What follows belongs to an exercise in optimizing a design on an open flow for small area, a short achievable clock period and few clock cycles; a production flow would make more cautious choices.
Only simulation tests tie the RTL to the original design; equivalence was not proved.

## the previous run
Design fmultiplier, start of the top module:
module fmultiplier(
    input  wire        clk,
    input  wire        rst,
    input  wire        valid,       
    input  wire [31:0] a,
    input  wire [31:0] b,
    output reg  [31:0] z,
    output reg         out_valid    
);
clock: 10.0 ns
lec_check: 0
abc_area: 1
cap_margin: 20
core_margin: 2
core_utilization: 40
place_density: 0.6
setup_slack_margin: 4.0
slew_margin: 20
synth_hierarchical: 1
standard.sh (not shown) runs the stock make flow with config.mk's settings and CLKGATE_MAP_FILE= SYNTH_SCRIPT=/design/flow/synth_recipe.tcl, a recipe that flattens the netlist after the stock synthesis.
==> flow/flow/run.sh <==
#!/bin/bash
# Standard layout, with the ports buffered by buf cells instead of the delay
# buffer that buffer_ports picks by default.
export BUFFER_PORTS_ARGS="-buffer_cell sky130_fd_sc_hd__buf_2"
bash standard.sh > standard.log 2>&1
The previous run: no failed stages, no open violations at the end
Testbench counts of the previous run, summed over its fixed seeds: cycles 16,137.
Input-level comparison between the current run and the previous run:
--- a/flow/design.v
+++ b/flow/design.v
@@ -51,14 +51,14 @@
     wire [24:0] bmx [0:12];
     genvar gi;
     generate
         for (gi = 0; gi < 13; gi = gi + 1) begin : g_booth
             wire d2 = yb[2*gi+2], d1 = yb[2*gi+1], d0 = yb[2*gi];
             wire one = d1 ^ d0;
-            wire two = (d2 & ~d1 & ~d0) | (~d2 & d1 & d0);
-            assign bn[gi] = d2 & ~(d1 & d0);
+            wire two = ~one & (d2 ^ d1);
+            assign bn[gi] = d2;
             assign bmx[gi] = (({25{one}} & {1'b0, ma}) | ({25{two}} & {ma, 1'b0})) ^ {25{bn[gi]}};
         end
     endgenerate
     assign bm0 = bmx[0];   assign bm1 = bmx[1];   assign bm2 = bmx[2];
     assign bm3 = bmx[3];   assign bm4 = bmx[4];   assign bm5 = bmx[5];
     assign bm6 = bmx[6];   assign bm7 = bmx[7];   assign bm8 = bmx[8];
@@ -669,77 +669,75 @@
     wire [4:0]  t1  = a_ez ? ka : (b_ez ? kb : 5'd23);    
     wire signed [10:0] t2 = 11'sd151 - $signed({2'b00, xs});    
     wire        t2big = (xs < 9'd88);               
     wire [5:0]  t2c = t2big ? 6'd63 : t2[5:0];
     wire [5:0]  tsh = nrm ? {1'b0, t1} : t2c;       
     wire [7:0]  e_0 = nrm ? u[7:0] : 8'd0;          
-    wire        st1 = nrm ? (tzs < {1'b0, t1}) : (t2big | (tzs < t2[5:0]));
-    wire        st0 = nrm ? (tzs + 6'd1 < {1'b0, t1}) : (t2big | (tzs + 6'd1 < t2[5:0]));
     wire        ovf_hi = nrm & (u >= 11'sd254);
     wire        ovf_eq = nrm & (u == 11'sd253);
     wire        special = is_nan | is_inf | is_zero;
-    wire        slow = ~special & (a_ez | b_ez | u_nn[10]);
+    wire        uf = (xs < 9'd103);                 
+    wire        slow = ~special & ~uf & (a_ez | b_ez | u_nn[10]);
     localparam K = 16;
     wire [K:0]  p_lo = {1'b0, s_row[K-1:0]} + {1'b0, c_row[K-1:0]};
     reg [47:K] r_s, r_c;
     reg [K-1:0] r_plo;
     reg        r_cy;
     reg [5:0]  r_tsh;
+    reg [5:0]  r_tzs;
     reg [7:0]  r_e0;
-    reg        r_st1, r_st0, r_ovh, r_ove, r_sz, r_nan, r_inf, r_zero, r_slow;
+    reg        r_ovh, r_ove, r_sz, r_nan, r_inf, r_zero, r_slow;
     reg        r_v1;              
     reg        r_v2;              
     reg [47:22] r_q;              
     wire        hold = r_v1 & r_slow;
     always @(posedge clk) begin
         r_s    <= s_row[47:K];
         r_c    <= c_row[47:K];
         r_plo  <= p_lo[K-1:0];
         r_cy   <= p_lo[K];
-        r_tsh  <= tsh;
     end
     always @(posedge clk) begin
         if (!hold) begin
             r_e0   <= e_0;
-            r_st1  <= st1;
-            r_st0  <= st0;
+            r_tsh  <= tsh;
+            r_tzs  <= tzs;
             r_ovh  <= ovf_hi & ~is_zero;
             r_ove  <= ovf_eq & ~is_zero;
             r_sz   <= sa ^ sb;
             r_nan  <= is_nan;
             r_inf  <= is_inf;
-            r_zero <= is_zero;
+            r_zero <= is_zero | uf;
             r_slow <= slow;
         end
     end
     always @(posedge clk or posedge rst) begin
         if (rst) begin
             r_v1 <= 1'b0;
             r_v2 <= 1'b0;
         end else begin
             r_v1 <= valid;
             r_v2 <= r_v1 & r_slow;
         end
     end
-    wire [47:K] p_hi = r_s + r_c + {{(47-K){1'b0}}, r_cy};
+    wire [48:K] p_hc = {r_s, 1'b1} + {r_c, r_cy};
+    wire [47:K] p_hi = p_hc[48:K+1];
     wire [47:0] p = {p_hi, r_plo};
     wire [70:0] x  = {p, 23'd0};
     wire [70:0] qx = x >> r_tsh;
     always @(posedge clk) r_q <= qx[47:22];
     wire [47:22] q = r_v2 ? r_q : p[47:22];
     wire [7:0]  e_1 = r_e0 + 8'd1;
     wire [7:0]  e_2 = r_e0 + 8'd2;
-    wire        inc_h = q[23] & (r_st1 | q[24]);
-    wire [30:0] pk_h0 = {e_2, q[46:24]};
-    wire [30:0] pk_h1 = pk_h0 + 31'd1;
-    wire [30:0] pk_h  = inc_h ? pk_h1 : pk_h0;
-    wire        inc_l = q[22] & (r_st0 | q[23]);
-    wire [30:0] pk_l0 = {(q[46] ? e_1 : r_e0), q[45:23]};
-    wire [30:0] pk_l1 = pk_l0 + 31'd1;
-    wire [30:0] pk_l  = inc_l ? pk_l1 : pk_l0;
-    wire [30:0] pk    = q[47] ? pk_h : pk_l;
+    wire        st1 = (r_tzs < r_tsh);
+    wire        st0 = (r_tzs + 6'd1 < r_tsh);
+    wire        inc_h = q[23] & (st1 | q[24]);
+    wire        inc_l = q[22] & (st0 | q[23]);
+    wire        inc   = q[47] ? inc_h : inc_l;
+    wire [30:0] pk0   = q[47] ? {e_2, q[46:24]} : {(q[46] ? e_1 : r_e0), q[45:23]};
+    wire [30:0] pk    = pk0 + {30'd0, inc};
     wire        ovf   = r_ovh | (r_ove & q[47]);
     always @(*) out_valid = (r_v1 & ~r_slow) | r_v2;
     always @(*) begin
         if (r_nan)
             z = 32'h7FC0_0000;
         else if (r_inf | ovf)
==> comparison <==
- From the previous run to the current run the numbers moved as follows: routed wire length went down by 1.5%, TritonCTS sink count went up by 3.0%, total routing resource utilization after global routing went up by 0.88 points, non-clock buffer count went up by 9, die extent in x went down by about 1%.
- Delta (the current run minus the previous run): global-route wire length before repair down 2800 um; number of global-route vias before repair down 3.5%; floorplan row count down 1.
- Across both runs, least setup slack across all paths after layout was higher for the current run than for the previous run.
- Part of the cycle the worst path needs (lower): the current run
Testbench counts of the current run, summed over its fixed seeds: cycles 16,082.

==> static timing again, ports no longer ideal <==
The flow's constraints put no driver on any port. The routed layouts listed below were extracted and timed again, unchanged, in two steps.
Step 1 (the two cells are an assumption about what drives the block):
set clk [get_ports {clk}]
set_driving_cell -lib_cell sky130_fd_sc_hd__clkbuf_16 $clk
set_driving_cell -lib_cell sky130_fd_sc_hd__buf_2 [delete_from_list [all_inputs] $clk]
Step 2 adds t to the input delays and takes it off the output delays; t is the mean of the earliest and latest rising clock arrival at the registers after step 1. Input paths then give back, and output paths get back, about the clock's delay inside the block.
Three values: no drivers, after step 1, after step 2; two values: the first two.
run | shift t [ns] | setup WS [ns] | worst setup path after step 2 | latest minus earliest clock arrival (ns) | cell pins on the clock port's net
the previous run | 0.514 | 3.997 / 4.001 / 3.525 | input to register | 0.016 / 0.015 | 1
the current run | 0.520 | 4.076 / 4.082 / 3.595 | input to register | 0.014 / 0.014 | 1
After both steps every run listed still meets setup and hold. The setup slack of the current run, which loses most, moves by +0.006 ns with the drivers and by -0.481 ns with both steps.
